Background: an optimization exercise with open tools, aiming at small area, a short achievable clock period and few clock cycles per item. Do not read the settings as production practice.
Function was not checked in any run shown here: the RTL went through the layout flow alone.

**flow/design.v**
```verilog
module processor(
input   clk,
input   ld_a,
input   [3:0] l,
input   [31:0] b_rdata,
output  [31:0] b_wdata
    );
reg [31:0] w1;
always @(posedge clk) if (ld_a) w1 <= b_rdata;
wire [63:0] p = {b_rdata, w1};
wire [6:0] a0 = p[6:0],   a1 = p[13:7],  a2 = p[20:14], a3 = p[27:21];
wire [6:0] b0 = p[34:28], b1 = p[41:35], b2 = p[48:42], b3 = p[55:49];
wire [4:0] op = p[60:56];
wire is_add = op[0], is_sub = op[1], is_mul = op[2], is_tra = op[3], is_det = op[4];
wire is_as = is_add | is_sub;
wire sel01 = l[0] | l[1];
wire sel02 = l[0] | l[2];
wire det0 = is_det & l[0];
wire [6:0] ma = sel01 ? a0 : a2;
wire [6:0] mb = sel01 ? a1 : a3;
wire [6:0] max3 = ma + {ma[5:0], 1'b0};
wire [6:0] mbx3 = mb + {mb[5:0], 1'b0};
wire [6:0] na2 = ~a2 + 7'd1;
wire [6:0] da = det0 ? a3 : (sel02 ? b0 : b1);
wire [6:0] db = det0 ? na2 : (sel02 ? b2 : b3);
wire mulen = is_mul | det0;
wire adda = is_as & sel02;
wire addb = is_as & ~sel02;
wire [6:0] bl = ({7{l[0]}} & b0) | ({7{l[1]}} & b1) | ({7{l[2]}} & b2) | ({7{l[3]}} & b3);
wire [6:0] tl = ({7{l[0]}} & a0) | ({7{l[1]}} & a2) | ({7{l[2]}} & a1) | ({7{l[3]}} & a3);
wire [6:0] x = ({7{is_as}} & (bl ^ {7{is_sub}})) | ({7{is_tra}} & tl);
wire pa0_1 = ((mulen & da[0] & ~da[1]) | adda);
wire pa0_2 = mulen & ~da[0] & da[1];
wire pa0_3 = mulen & da[0] & da[1];
wire pa0_r0 = (pa0_1 & ma[0]) | (pa0_3 & max3[0]);
wire pa0_r1 = (pa0_1 & ma[1]) | (pa0_2 & ma[0]) | (pa0_3 & max3[1]);
wire pa0_r2 = (pa0_1 & ma[2]) | (pa0_2 & ma[1]) | (pa0_3 & max3[2]);
wire pa0_r3 = (pa0_1 & ma[3]) | (pa0_2 & ma[2]) | (pa0_3 & max3[3]);
wire pa0_r4 = (pa0_1 & ma[4]) | (pa0_2 & ma[3]) | (pa0_3 & max3[4]);
wire pa0_r5 = (pa0_1 & ma[5]) | (pa0_2 & ma[4]) | (pa0_3 & max3[5]);
wire pa0_r6 = (pa0_1 & ma[6]) | (pa0_2 & ma[5]) | (pa0_3 & max3[6]);
wire pa1_1 = (mulen & da[2] & ~da[3]);
wire pa1_2 = mulen & ~da[2] & da[3];
wire pa1_3 = mulen & da[2] & da[3];
wire pa1_r2 = (pa1_1 & ma[0]) | (pa1_3 & max3[0]);
wire pa1_r3 = (pa1_1 & ma[1]) | (pa1_2 & ma[0]) | (pa1_3 & max3[1]);
wire pa1_r4 = (pa1_1 & ma[2]) | (pa1_2 & ma[1]) | (pa1_3 & max3[2]);
wire pa1_r5 = (pa1_1 & ma[3]) | (pa1_2 & ma[2]) | (pa1_3 & max3[3]);
wire pa1_r6 = (pa1_1 & ma[4]) | (pa1_2 & ma[3]) | (pa1_3 & max3[4]);
wire pa2_1 = (mulen & da[4] & ~da[5]);
wire pa2_2 = mulen & ~da[4] & da[5];
wire pa2_3 = mulen & da[4] & da[5];
wire pa2_r4 = (pa2_1 & ma[0]) | (pa2_3 & max3[0]);
wire pa2_r5 = (pa2_1 & ma[1]) | (pa2_2 & ma[0]) | (pa2_3 & max3[1]);
wire pa2_r6 = (pa2_1 & ma[2]) | (pa2_2 & ma[1]) | (pa2_3 & max3[2]);
wire pa3_1 = (mulen & da[6] & ~1'b0);
wire pa3_2 = mulen & ~da[6] & 1'b0;
wire pa3_3 = mulen & da[6] & 1'b0;
wire pa3_r6 = (pa3_1 & ma[0]) | (pa3_3 & max3[0]);
wire pb0_1 = ((mulen & db[0] & ~db[1]) | addb);
wire pb0_2 = mulen & ~db[0] & db[1];
wire pb0_3 = mulen & db[0] & db[1];
wire pb0_r0 = (pb0_1 & mb[0]) | (pb0_3 & mbx3[0]);
wire pb0_r1 = (pb0_1 & mb[1]) | (pb0_2 & mb[0]) | (pb0_3 & mbx3[1]);
wire pb0_r2 = (pb0_1 & mb[2]) | (pb0_2 & mb[1]) | (pb0_3 & mbx3[2]);
wire pb0_r3 = (pb0_1 & mb[3]) | (pb0_2 & mb[2]) | (pb0_3 & mbx3[3]);
wire pb0_r4 = (pb0_1 & mb[4]) | (pb0_2 & mb[3]) | (pb0_3 & mbx3[4]);
wire pb0_r5 = (pb0_1 & mb[5]) | (pb0_2 & mb[4]) | (pb0_3 & mbx3[5]);
wire pb0_r6 = (pb0_1 & mb[6]) | (pb0_2 & mb[5]) | (pb0_3 & mbx3[6]);
wire pb1_1 = (mulen & db[2] & ~db[3]);
wire pb1_2 = mulen & ~db[2] & db[3];
wire pb1_3 = mulen & db[2] & db[3];
wire pb1_r2 = (pb1_1 & mb[0]) | (pb1_3 & mbx3[0]);
wire pb1_r3 = (pb1_1 & mb[1]) | (pb1_2 & mb[0]) | (pb1_3 & mbx3[1]);
wire pb1_r4 = (pb1_1 & mb[2]) | (pb1_2 & mb[1]) | (pb1_3 & mbx3[2]);
wire pb1_r5 = (pb1_1 & mb[3]) | (pb1_2 & mb[2]) | (pb1_3 & mbx3[3]);
wire pb1_r6 = (pb1_1 & mb[4]) | (pb1_2 & mb[3]) | (pb1_3 & mbx3[4]);
wire pb2_1 = (mulen & db[4] & ~db[5]);
wire pb2_2 = mulen & ~db[4] & db[5];
wire pb2_3 = mulen & db[4] & db[5];
wire pb2_r4 = (pb2_1 & mb[0]) | (pb2_3 & mbx3[0]);
wire pb2_r5 = (pb2_1 & mb[1]) | (pb2_2 & mb[0]) | (pb2_3 & mbx3[1]);
wire pb2_r6 = (pb2_1 & mb[2]) | (pb2_2 & mb[1]) | (pb2_3 & mbx3[2]);
wire pb3_1 = (mulen & db[6] & ~1'b0);
wire pb3_2 = mulen & ~db[6] & 1'b0;
wire pb3_3 = mulen & db[6] & 1'b0;
wire pb3_r6 = (pb3_1 & mb[0]) | (pb3_3 & mbx3[0]);
wire t_s1;
wire t_c2;
wire t_s3;
wire t_c4;
wire t_s5;
wire t_s6;
wire t_s7;
wire t_c8;
wire t_s9;
wire t_c10;
wire t_s11;
wire t_c12;
wire t_s13;
wire t_c14;
wire t_s15;
wire t_c16;
wire t_s17;
wire t_c18;
wire t_s19;
wire t_s20;
assign t_s1 = pa0_r4 ^ pa1_r4;
assign t_c2 = pa0_r4 & pa1_r4;
assign t_s3 = pa0_r5 ^ pa1_r5 ^ pa2_r5;
assign t_c4 = (pa0_r5 & pa1_r5) | (pa0_r5 & pa2_r5) | (pa1_r5 & pa2_r5);
assign t_s5 = pa0_r6 ^ pa1_r6 ^ pa2_r6;
assign t_s6 = pa3_r6 ^ pb0_r6 ^ pb1_r6;
assign t_s7 = pa0_r2 ^ pa1_r2;
assign t_c8 = pa0_r2 & pa1_r2;
assign t_s9 = pa0_r3 ^ pa1_r3 ^ pb0_r3;
assign t_c10 = (pa0_r3 & pa1_r3) | (pa0_r3 & pb0_r3) | (pa1_r3 & pb0_r3);
assign t_s11 = pa2_r4 ^ pb0_r4 ^ pb1_r4;
assign t_c12 = (pa2_r4 & pb0_r4) | (pa2_r4 & pb1_r4) | (pb0_r4 & pb1_r4);
assign t_s13 = pb2_r4 ^ x[4];
assign t_c14 = pb2_r4 & x[4];
assign t_s15 = pb0_r5 ^ pb1_r5 ^ pb2_r5;
assign t_c16 = (pb0_r5 & pb1_r5) | (pb0_r5 & pb2_r5) | (pb1_r5 & pb2_r5);
assign t_s17 = x[5] ^ t_c2 ^ t_s3;
assign t_c18 = (x[5] & t_c2) | (x[5] & t_s3) | (t_c2 & t_s3);
assign t_s19 = pb2_r6 ^ pb3_r6 ^ x[6];
assign t_s20 = t_c4 ^ t_s5 ^ t_s6;
reg [26:0] s1;
reg s1_det;
always @(posedge clk) begin
    s1 <= {t_s20, t_s19, t_c18, t_c16, t_s17, t_s15, t_c14, t_c12, t_s13, t_s11, t_c10, t_s1, t_s9, t_c8, x[3], pb1_r3, t_s7, x[2], pb1_r2, pb0_r2, x[1], pb0_r1, pa0_r1, is_sub, x[0], pb0_r0, pa0_r0};
    s1_det <= det0;
end
wire u_s1;
wire u_c2;
wire u_s3;
wire u_c4;
wire u_s5;
wire u_c6;
wire u_s7;
wire u_c8;
wire u_s9;
wire u_c10;
wire u_s11;
wire u_c12;
wire u_s13;
wire u_s14;
wire u_c15;
wire u_s16;
wire u_c17;
wire u_s18;
wire u_c19;
wire u_s20;
wire u_c21;
wire u_s22;
wire u_c23;
wire u_s24;
wire u_c25;
wire u_s26;
assign u_s1 = s1[0] ^ s1[1];
assign u_c2 = s1[0] & s1[1];
assign u_s3 = s1[4] ^ s1[5];
assign u_c4 = s1[4] & s1[5];
assign u_s5 = s1[7] ^ s1[8] ^ s1[9];
assign u_c6 = (s1[7] & s1[8]) | (s1[7] & s1[9]) | (s1[8] & s1[9]);
assign u_s7 = s1[11] ^ s1[12] ^ s1[13];
assign u_c8 = (s1[11] & s1[12]) | (s1[11] & s1[13]) | (s1[12] & s1[13]);
assign u_s9 = s1[15] ^ s1[16] ^ s1[17];
assign u_c10 = (s1[15] & s1[16]) | (s1[15] & s1[17]) | (s1[16] & s1[17]);
assign u_s11 = s1[19] ^ s1[20] ^ s1[21];
assign u_c12 = (s1[19] & s1[20]) | (s1[19] & s1[21]) | (s1[20] & s1[21]);
assign u_s13 = s1[23] ^ s1[24] ^ s1[25];
assign u_s14 = s1[2] ^ s1[3];
assign u_c15 = s1[2] & s1[3];
assign u_s16 = s1[6] ^ u_c2 ^ u_s3;
assign u_c17 = (s1[6] & u_c2) | (s1[6] & u_s3) | (u_c2 & u_s3);
assign u_s18 = s1[10] ^ u_c4 ^ u_s5;
assign u_c19 = (s1[10] & u_c4) | (s1[10] & u_s5) | (u_c4 & u_s5);
assign u_s20 = s1[14] ^ u_c6 ^ u_s7;
assign u_c21 = (s1[14] & u_c6) | (s1[14] & u_s7) | (u_c6 & u_s7);
assign u_s22 = s1[18] ^ u_c8 ^ u_s9;
assign u_c23 = (s1[18] & u_c8) | (s1[18] & u_s9) | (u_c8 & u_s9);
assign u_s24 = s1[22] ^ u_c10 ^ u_s11;
assign u_c25 = (s1[22] & u_c10) | (s1[22] & u_s11) | (u_c10 & u_s11);
assign u_s26 = s1[26] ^ u_c12 ^ u_s13;
wire [6:0] ra = {u_c25, u_c23, u_c21, u_c19, u_c17, u_c15, u_s1};
wire [6:0] rb = {u_s26, u_s24, u_s22, u_s20, u_s18, u_s16, u_s14};
wire [6:0] r = ra + rb;
reg [27:0] res;
always @(posedge clk) res <= {r[6] & ~s1_det, r[5:0], res[27:7]};
assign b_wdata = {4'd0, res};
endmodule
module controller(
input clk,
input rst,                
input  [31:0] b_rdata,
output [31:0] addr,
output [3:0] we,
output en,
output ld_a,
output [3:0] l
    );
localparam F  = 4'd0;
localparam R1 = 4'd1;
localparam R2 = 4'd2;
localparam C0 = 4'd3;
localparam C1 = 4'd4;
localparam C2 = 4'd5;
localparam C3 = 4'd6;
localparam C4 = 4'd7;
localparam WR = 4'd8;
reg [3:0] ph;
reg [1:0] k;
always @(posedge clk or negedge rst) begin
    if (!rst) begin
        ph <= F;
        k  <= 2'd0;
    end else begin
        case (ph)
            F:  ph <= (k == 2'd3) ? F : R1;
            R1: ph <= b_rdata[31] ? R2 : F;
            WR: begin
                ph <= F;
                k  <= k + 2'd1;
            end
            default: ph <= ph + 4'd1;
        endcase
    end
end
wire [3:0] k3 = {k, 2'b00} - {2'b00, k};
reg  [3:0] widx;
always @(*) begin
    case (ph)
        F:  widx = 4'd0;
        R1: widx = k3 + 4'd1;
        R2: widx = k3 + 4'd2;
        default: widx = 4'd10 + {2'b00, k};
    endcase
end
assign en   = (ph == F) ? (k != 2'd3) : (ph == R1 || ph == R2 || ph == WR);
assign we   = {4{ph == WR}};
assign addr = {26'd0, widx, 2'b00};
assign ld_a = (ph == R2);
assign l    = {ph == C3, ph == C2, ph == C1, ph == C0};
endmodule
module top(
input clk,
input rst,
input  [31:0] b_rdata,
output [31:0] b_wdata,
output [31:0] addr,
output [3:0] we,
output en,
output rstout
    );
wire       ld_a;
wire [3:0] l;
assign rstout = ~rst;
processor po(
        .clk(clk),
        .ld_a(ld_a),
        .l(l),
        .b_rdata(b_rdata),
        .b_wdata(b_wdata)
    );
controller co(
        .clk(clk),
        .rst(rst),
        .b_rdata(b_rdata),
        .addr(addr),
        .we(we),
        .en(en),
        .ld_a(ld_a),
        .l(l)
    );
endmodule
```
**flow/config.mk**
```make
export PLATFORM = sky130hd
export DESIGN_NAME = top
export DESIGN_NICKNAME = top
export VERILOG_FILES = /design/flow/design.v
export SDC_FILE = /design/flow/constraint.sdc
export NUM_CORES = 4
export LEC_CHECK = 0
export CAP_MARGIN = 20
export CORE_MARGIN = 2
export CORE_UTILIZATION = 40
export SLEW_MARGIN = 20
```
**flow/constraint.sdc**
```tcl
create_clock -name core_clock -period 6.0 [get_ports {clk}]
set_input_delay 1.2000 -clock core_clock [delete_from_list [all_inputs] [get_ports {clk}]]
set_output_delay 1.2000 -clock core_clock [all_outputs]
set_load 0.01 [all_outputs]
```
**flow/run.sh**
```bash
#!/bin/bash
# synth_recipe.tcl (not shown) runs the flow's synth.tcl, then flattens the netlist and writes it again
# the make line also repeats each setting of config.mk as NAME=value (left out here)
make -C /OpenROAD-flow-scripts/flow DESIGN_CONFIG=/design/flow/config.mk WORK_HOME=/design/flow/orfs CLKGATE_MAP_FILE= SYNTH_SCRIPT=/design/flow/synth_recipe.tcl finish
```
==> impl_metrics.csv, run 1 <==
group,metric,value,unit
cts,path_clk_slew,70,ps
setup_path,timing.reg2reg.setup_slack,1070,ps
cts,cts_inserted_buffers,9,
cells_and_area,final_nets,724,
floorplanning,dieWidth,125.3,um
synth,synth_fa_ha_area_share,11.82,%
synth,syn_area,0.005884,mm2
cells_and_area,n_antenna_cell,0,
synth,synth.most_common_cell,"dfxtp_1",
worst_hold_path,holdPathStages,0,
outcome,status,"finished clean",
grt,gr-total-overflow,0,
setup_path,start_kind,"flip-flop",
routing,detail-route-antenna-nets,0,
routing,drtPass1Iterations,5,
synth,synth-seq-cells,94,
synth,synth_top_cell_area_share,19.05,%
setup_path,crit_fanout,10,
synth,synth_top_family_by_area,"compound AO/OA/AOI/OAI gates",
cts,cts.sinks,94,
synth,synthTopCellsByCount,"dfxtp_1, inv_1, nand2_1",
setup_path,cp.depth,16,
timing,finalCritPeriodShare,82.15,%
routing,routed_wl,15520,um
grt,grt_pass1_vias,4354,
cts,postCtsSetupRepairBufs,0,
setup_path,crit_type,"flip-flop to flip-flop",
synth,synthFlopType,"dfxtp_1",
setup_path,endpoint_kind,"flip-flop",
grt,antenna_found_initial,1,
flow_run,maxCapViolCount,0,
routing,vias,4500,
setup_path,r2r_start,"co.ph[0]",
cells_and_area,final_util,47.40,%
cells_and_area,nFillCells,1402,
routing,drt_iter0_markers,336,
placement,dpl.cell_count,817,
grt,grt_start_max_net_pins,26,
timing,setup_tns,0,ps
placement,numPortBuffers,71,
synth,synthTopCellsByArea,"dfxtp_1, edfxtp_1, ha_1",
worst_hold_path,min_path_type,"flip-flop to flip-flop",
setup_path,path_buf_inv,2,
worst_hold_path,min_to,"po.res[8]",
cts,clk_latency,360,ps
cts,htreeDepth,3,
timing,finalSetupViolCount,0,
synth,synth_compound_area_share,18.78,%
setup_path,cpMaxStageDelayCell,"mux2i_1",
floorplanning,rows,44,
cells_and_area,drive_above_1_share,7.858,%
routing,wire_per_inst,18.63,um
grt,grt_usage,20.13,%
setup_path,cp_slowest_stage_delay,710,ps
worst_hold_path,hold_path.startpoint,"po.res[15]",
timing,fin_crit,4929,ps
cells_and_area,fin_area,0.006863,mm2
setup_path,cp-startpoint,"co.ph[0]",
setup_path,cpMostUsedCell,"ha_1",
cts,hold_buffers,0,
timing,tightest_slew,826.8,ps
placement,place_area,0.006575,mm2
setup_path,cp_data_required_time,6240,ps
timing,clock_skew,10.43,ps
timing,max_slew_margin,44.55,%
synth,synthDistinctLibCells,75,
setup_path,worstPathArrival,5170,ps
synth,seq_area_frac_synth,37.93,%
floorplanning,coreArea,0.01448,mm2
synth,synth.mux.area_fraction,6.315,%
floorplanning,die_area,0.01570,mm2
cells_and_area,regArea,0.002232,mm2
setup_path,worstRegToRegCells,16,
cells_and_area,areaGrowthSynthToFinish,16.63,%
placement,dp_hpwl,12160,um
synth,synthSimpleGateAreaFrac,9.717,%
timing,fmax,0.2029,GHz
setup_path,crit_chain,"inv_1 > ha_1 > nand2_1 > a21oi_2 > mux2i_1 > inv_1 > ha_1 > ha_1 > nor3_1 > a21oi_1 > o31ai_1 > a21oi_1 > fa_1 > xnor2_1 > xnor3_1 > xnor3_1",
synth,syn_avg_cell_area,10.13,um2
routing,viasPerCell,5.402,
placement,gp_congestion,0.8942,
synth,synth_xor_area_share,5.507,%
synth,synth_edf_count,32,
synth,synth_top_area_cell,"dfxtp_1",
cells_and_area,finalNonFillerCells,833,
synth,yosys_warnings,2,
cts,cts_tree,"yes",
grt,grt_pass1_wl,23990,um
cells_and_area,multi_input_area,0.003188,mm2
timing,rsz0062_at_grt,"no",
timing,drv_slew,0,
timing,hold_viol_final,0,
setup_path,crit_family,"adder cells",
cts,post_cts_resized,0,
cts,cts-root-buf,"clkbuf_16",
floorplanning,pin_count,104,
cts,clk_path_buf_depth,2,
setup_path,rr_endpoint,"po.s1[26]",
synth,synthArstFlopShare,6.383,%
synth,synth_cells,581,
floorplanning,die_y,125.3,um
floorplanning,start_util,40.64,%
routing,drc,0,
## state kept, by name (all words and copies together) (netlist names)
signal     count
co.k           2
po.s1         27
po.res        28
co.ph          4
po.w1         32
po.s1_det      1
## routing by layer
| metal | vias to the layer above | share of wire [%] | GRT usage (%) |
|---|---|---|---|
| li1 | 2129 | - | - |
| met4 | 0 | 3.3 | 9.281 |
| met5 | - | 0 | 0 |
| met1 | 2145 | 43 | 25.72 |
| met3 | 31 | 6.5 | 4.365 |
| met2 | 195 | 47 | 32.70 |
## kinds of logic after synthesis
family                   after synthesis
AO/OA/AOI/OAI                        156
XOR/XNOR                              33
adder cells (fa/ha/maj)               46
buffers and inverters                101
flip-flops                            94
multiplexers                          35
other                                  1
AND/OR/NAND/NOR                      115
## layout make-up
cell class / count / share of cell area (%)
Clock buffer: 10 / 3.482
Multi-Input combinational cell: 417 / 46.45
Tap cell: 184 / 3.355
Sequential cell: 94 / 32.53
Clock inverter: 6 / 0.7110
Inverter: 45 / 2.461
Timing Repair Buffer: 77 / 11.01
## stage by stage
stage / worst slack, ps / hold slack [ps]
finish: 1071 / 350.2
global route: 701.6 / 356.0
CTS: 1119 / 349.6
detailed placement: 1026 / 336.5
global placement: 1142 / 330.0
floorplan: 1864 / 367.4
## cell usage in the layout, fill, tap and decap left out, types with 3 or more instances in the layout
cell,instances
ha_1,30
dfrtp_1,6
o21bai_1,4
clkdlybuf4s50_1,71
o31ai_1,3
nand2b_1,3
clkbuf_16,9
dfxtp_1,56
nand3_1,6
o221ai_1,7
mux2_2,5
a21o_1,6
o22ai_1,7
edfxtp_1,32
inv_1,44
inv_6,3
nor3_1,5
nor2b_1,5
a221oi_1,8
conb_1,32
fa_1,16
nor2_1,35
a22oi_1,4
xor2_1,10
buf_4,6
nor3b_1,3
xnor2_1,20
a2bb2oi_1,3
and2_1,4
a22o_1,16
a21oi_1,37
mux2i_1,26
nand2_1,38
o21ai_0,28
a211oi_1,3
a31oi_1,6
## how the worst max path moves through the flow
stage	end
detailed placement	po.s1[26]
finish	po.s1[26]
global route	po.s1[26]
global placement	po.s1[26]
CTS	po.s1[26]
floorplan	po.s1[26]
==> run 2, diff against run 1 <==
--- a/flow/design.v
+++ b/flow/design.v
@@ -2,11 +2,21 @@
 input   clk,
 input   ld_a,
 input   [3:0] l,
+input   [3:0] wb,
 input   [31:0] b_rdata,
 output  [31:0] b_wdata
     );
 reg [31:0] w1;
-always @(posedge clk) if (ld_a) w1 <= b_rdata;
+wire [6:0] rm;
+always @(posedge clk) begin
+    if (ld_a) w1 <= b_rdata;
+    else begin
+        if (wb[0]) w1[6:0]   <= rm;
+        if (wb[1]) w1[13:7]  <= rm;
+        if (wb[2]) w1[20:14] <= rm;
+        if (wb[3]) w1[27:21] <= rm;
+    end
+end
 wire [63:0] p = {b_rdata, w1};
 wire [6:0] a0 = p[6:0],   a1 = p[13:7],  a2 = p[20:14], a3 = p[27:21];
 wire [6:0] b0 = p[34:28], b1 = p[41:35], b2 = p[48:42], b3 = p[55:49];
@@ -186,9 +196,8 @@
 wire [6:0] ra = {u_c25, u_c23, u_c21, u_c19, u_c17, u_c15, u_s1};
 wire [6:0] rb = {u_s26, u_s24, u_s22, u_s20, u_s18, u_s16, u_s14};
 wire [6:0] r = ra + rb;
-reg [27:0] res;
-always @(posedge clk) res <= {r[6] & ~s1_det, r[5:0], res[27:7]};
-assign b_wdata = {4'd0, res};
+assign rm = {r[6] & ~s1_det, r[5:0]};
+assign b_wdata = {4'd0, w1[27:0]};
 endmodule
 module controller(
 input clk,
@@ -198,50 +207,63 @@
 output [3:0] we,
 output en,
 output ld_a,
-output [3:0] l
-    );
-localparam F  = 4'd0;
-localparam R1 = 4'd1;
-localparam R2 = 4'd2;
-localparam C0 = 4'd3;
-localparam C1 = 4'd4;
-localparam C2 = 4'd5;
-localparam C3 = 4'd6;
-localparam C4 = 4'd7;
-localparam WR = 4'd8;
-reg [3:0] ph;
+output [3:0] l,
+output [3:0] wb
+    );
+reg r1, r2, c0, c1, c2, c3, c4, wr;
 reg [1:0] k;
+reg [3:0] widx;     
+reg       en_q, we_q;
+wire f    = ~(r1 | r2 | c0 | c1 | c2 | c3 | c4 | wr);
+wire done = k[1] & k[0];
+wire n_r1 = f & ~done;
+wire n_r2 = r1 & b_rdata[31];
+wire [1:0] n_k = wr ? k + 2'd1 : k;
+wire n_f  = ~(n_r1 | n_r2 | r2 | c0 | c1 | c2 | c3 | c4);
+reg [3:0] n_widx;
+always @(*) begin
+    case (k)
+        2'd0: n_widx = n_r1 ? 4'd1 : n_r2 ? 4'd2 : 4'd10;
+        2'd1: n_widx = n_r1 ? 4'd4 : n_r2 ? 4'd5 : 4'd11;
+        default: n_widx = n_r1 ? 4'd7 : n_r2 ? 4'd8 : 4'd12;
+    endcase
+    if (n_f) n_widx = 4'd0;
+end
 always @(posedge clk or negedge rst) begin
     if (!rst) begin
-        ph <= F;
+        r1 <= 1'b0;
+        r2 <= 1'b0;
+        c0 <= 1'b0;
+        c1 <= 1'b0;
+        c2 <= 1'b0;
+        c3 <= 1'b0;
+        c4 <= 1'b0;
+        wr <= 1'b0;
         k  <= 2'd0;
+        widx <= 4'd0;
+        en_q <= 1'b1;
+        we_q <= 1'b0;
     end else begin
-        case (ph)
-            F:  ph <= (k == 2'd3) ? F : R1;
-            R1: ph <= b_rdata[31] ? R2 : F;
-            WR: begin
-                ph <= F;
-                k  <= k + 2'd1;
-            end
-            default: ph <= ph + 4'd1;
-        endcase
+        r1 <= n_r1;
+        r2 <= n_r2;
+        c0 <= r2;
+        c1 <= c0;
+        c2 <= c1;
+        c3 <= c2;
+        c4 <= c3;
+        wr <= c4;
+        k  <= n_k;
+        widx <= n_widx;
+        en_q <= (n_f & ~(n_k[1] & n_k[0])) | n_r1 | n_r2 | c4;
+        we_q <= c4;
     end
 end
-wire [3:0] k3 = {k, 2'b00} - {2'b00, k};
-reg  [3:0] widx;
-always @(*) begin
-    case (ph)
-        F:  widx = 4'd0;
-        R1: widx = k3 + 4'd1;
-        R2: widx = k3 + 4'd2;
-        default: widx = 4'd10 + {2'b00, k};
-    endcase
-end
-assign en   = (ph == F) ? (k != 2'd3) : (ph == R1 || ph == R2 || ph == WR);
-assign we   = {4{ph == WR}};
+assign en   = en_q;
+assign we   = {4{we_q}};
 assign addr = {26'd0, widx, 2'b00};
-assign ld_a = (ph == R2);
-assign l    = {ph == C3, ph == C2, ph == C1, ph == C0};
+assign ld_a = r2;
+assign l    = {c3, c2, c1, c0};
+assign wb   = {c4, c3, c2, c1};
 endmodule
 module top(
 input clk,
@@ -255,11 +277,13 @@
     );
 wire       ld_a;
 wire [3:0] l;
+wire [3:0] wb;
 assign rstout = ~rst;
 processor po(
         .clk(clk),
         .ld_a(ld_a),
         .l(l),
+        .wb(wb),
         .b_rdata(b_rdata),
         .b_wdata(b_wdata)
     );
@@ -271,6 +295,7 @@
         .we(we),
         .en(en),
         .ld_a(ld_a),
-        .l(l)
+        .l(l),
+        .wb(wb)
     );
 endmodule
==> flow/flow/run.sh (new file) <==
#!/bin/bash
set -e
export BUFFER_PORTS_ARGS="-buffer_cell sky130_fd_sc_hd__buf_2"
bash standard.sh > standard.log 2>&1
==> flow/standard.sh (new file) <==
#!/bin/bash
# synth_recipe.tcl (not shown) runs the flow's synth.tcl, then flattens the netlist and writes it again
# the make line also repeats each setting of config.mk as NAME=value (left out here)
make -C /OpenROAD-flow-scripts/flow DESIGN_CONFIG=/design/flow/config.mk WORK_HOME=/design/flow/orfs CLKGATE_MAP_FILE= SYNTH_SCRIPT=/design/flow/synth_recipe.tcl "${@:-finish}"
--- a/flow/config.mk
+++ b/flow/config.mk
@@ -8,4 +8,5 @@
 export CAP_MARGIN = 20
 export CORE_MARGIN = 2
 export CORE_UTILIZATION = 40
+export SETUP_SLACK_MARGIN = 3.1
 export SLEW_MARGIN = 20
removed: flow/run.sh
==> impl_metrics.csv, run 2 <==
group,metric,value,unit
synth,synthTopCellsByArea,"edfxtp_1, dfxtp_1, mux2i_1",
cells_and_area,n_antenna_cell,0,
setup_path,cp_slowest_stage_delay,510,ps
placement,dp_hpwl,13300,um
cts,cts.sinks,75,
synth,seq_area_frac_synth,34.05,%
synth,synth_edf_count,32,
synth,synthTopCellsByCount,"nand2_1, inv_1, mux2i_1",
cells_and_area,nFillCells,1319,
synth,synth-seq-cells,75,
cells_and_area,final_cell_mix,"nand2_1, buf_2, inv_1, mux2i_1",
setup_path,endpoint_kind,"flip-flop",
timing,rsz0062_at_grt,"yes",
cts,hold_buffers,0,
setup_path,crit_type,"flip-flop to flip-flop",
setup_path,cpMostUsedCell,"fa_2",
cells_and_area,drive_above_1_share,26.85,%
synth,syn_area,0.005574,mm2
floorplanning,die_area,0.01490,mm2
timing,fin_crit,3513,ps
cells_and_area,areaGrowthSynthToFinish,18.74,%
cells_and_area,top_register,"po.w1",
synth,synth_top_area_cell,"edfxtp_1",
cts,path_clk_slew,60,ps
cts,clk_latency,350,ps
setup_path,cpMaxStageDelayCell,"fa_2",
setup_path,start_kind,"flip-flop",
cells_and_area,multi_input_area,0.003470,mm2
timing,max_slew_margin,54.17,%
setup_path,crit_fanout,7,
cells_and_area,regArea,0.001906,mm2
floorplanning,pin_count,104,
routing,viasPerCell,5.530,
flow_run,maxCapViolCount,0,
grt,grt_pass1_vias,4524,
routing,detail-route-antenna-nets,0,
timing,setup_tns,0,ps
cts,cts_tree,"yes",
cts,htreeDepth,3,
grt,grt_pass1_wl,26680,um
cts,cts_inserted_buffers,9,
synth,syn_avg_cell_area,9.611,um2
routing,drt_iter0_markers,406,
routing,vias,4662,
timing,finalCritPeriodShare,58.55,%
setup_path,worstPathArrival,3740,ps
synth,synth_cells,580,
routing,drtPass1Iterations,5,
setup_path,crit_chain,"buf_12 > nor2_8 > mux2i_4 > inv_2 > ha_4 > fa_2 > a21o_1 > a21oi_2 > xnor2_1 > a221oi_2 > fa_2 > inv_2 > fa_2",
timing,hold_viol_final,0,
timing,tightest_slew,680.2,ps
grt,grt_usage,24.33,%
floorplanning,rows,43,
cells_and_area,final_nets,735,
routing,drc,0,
cts,cts-root-buf,"clkbuf_16",
outcome,status,"finished clean",
cells_and_area,layout_commonest_cell,"nand2_1",
floorplanning,dieWidth,122.0,um
grt,grt_start_max_net_pins,44,
worst_hold_path,min_path_type,"flip-flop to flip-flop",
routing,wire_per_inst,20.84,um
placement,numPortBuffers,71,
timing,fmax,0.2847,GHz
cells_and_area,largest_registers,"po.w1 x32, po.s1 x27, co.widx x4",
synth,synth.most_common_cell,"nand2_1",
synth,synthFlopType,"edfxtp_1",
timing,clock_skew,8.873,ps
floorplanning,die_y,122.0,um
floorplanning,start_util,40.63,%
setup_path,cp_data_required_time,6230,ps
timing,drv_slew,0,
cells_and_area,final_util,48.24,%
cts,clk_path_buf_depth,2,
timing,finalSetupViolCount,0,
routing,routed_wl,17570,um
cells_and_area,largest_register_ffs,32,
synth,synthDistinctLibCells,68,
grt,antenna_found_initial,0,
grt,gr-total-overflow,0,
synth,yosys_warnings,2,
floorplanning,coreArea,0.01372,mm2
placement,gp_congestion,0.9834,
synth,synthArstFlopShare,20.00,%
synth,synth_top_cell_area_share,17.24,%
run 2: stage by stage:
stage          instance area [um2]  setup WS [ps]  std cells  hold WS (ps)
3_5_place_dp                  6048           1944        810         405.0
3_3_place_gp                  6048           1952        810         398.5
5_1_grt                       6619           2295        843         448.6
4_1_cts                       6566           2453        840         425.8
6_report                      6619           2487        843         424.5
2_1_floorplan                 5838           2649        611         351.9
run 2: critical path, delay by kind of cell (launching register included):
kind / cells / cell delay, ps
adders and majority gates: 4 / 1430
AOI/OAI and AO/OA: 3 / 640
DFF: 1 / 410
buffers and inverters: 3 / 300
muxes: 1 / 300
and+or+nand+nor: 1 / 210
xor gates and xnor gates: 1 / 90
run 2: worst paths after layout:
kind                       startpoint          to  slack, ps  cells after the start
max                             co.c0   po.s1[22]       2490                     13
min                             co.c4     co.we_q        420                      0
max reg2reg                     co.c0   po.s1[22]       2490                     13
min reg2reg                     co.c4     co.we_q        420                      0
max in group asynchronous         rst     co.en_q       5060                      1
min in group asynchronous         rst  co.widx[0]        690                      1
run 2: per-layer routing:
metal / GRT usage (%) / wire [um] / vias up
met5: 0 / 0 / -
met1: 32.20 / 7813 / 2322
met3: 6.882 / 1096 / 33
met4: 9.195 / 580 / 0
met2: 37.81 / 8075 / 175
li1: - / - / 2132
run 2: kinds of logic after synthesis:
kind of cell             Yosys count  synth area share (%)
buffers and inverters             98                 9.585
AND/OR/NAND/NOR                  145                 11.83
other                              1               0.06728
adder cells (fa/ha/maj)           43                 11.94
AO/OA/AOI/OAI                    132                 16.79
XOR/XNOR                          33                 5.432
multiplexers                      53                 10.30
flip-flops                        75                 34.05
run 2: area by class of cell:
cell class                 instances  area share (%)
multi-input combinational        438           52.42
sequential                        75           28.79
timing repair buffer              92           8.752
clock buffer                       9           3.403
tap                              180           3.403
inverter                          42           2.382
clock inverter                     7          0.8507
run 2: what timing repair did:
action                                  in CTS  in global routing
hold endpoints to repair                     0                  0
setup buffers                               13                  3
cloned                                       1                  0
pin swaps                                   14                 12
endpoints found under the setup margin      18                 19
resized for setup                           24                  7

[port drivers added, routing unchanged]
The flow's constraints put no driver on any port. The routed layouts listed below were extracted and timed again, unchanged, in two steps. Step 1, drivers: a clkbuf_16 drives clk and a buf_2 each remaining input, both assumed. Step 2 also shifts input and output timing later by t, the mid clock arrival at the registers, as if the neighbouring blocks saw the same clock. Slacks: ideal ports / drivers / drivers and shift; pairs: ideal ports / drivers.
run	t, ns	setup WS [ns]	clock arrival spread, ns	cell pins on the clock port's net
run 1	0.396	1.071 / 1.071 / 1.031	0.012 / 0.012	1
run 2	0.388	2.487 / 2.487 / 2.197	0.010 / 0.010	1
After both steps every run listed still meets setup and hold. For run 2, which loses most, drivers alone change the setup slack by 0.000 ns; drivers and shift together by -0.290 ns.
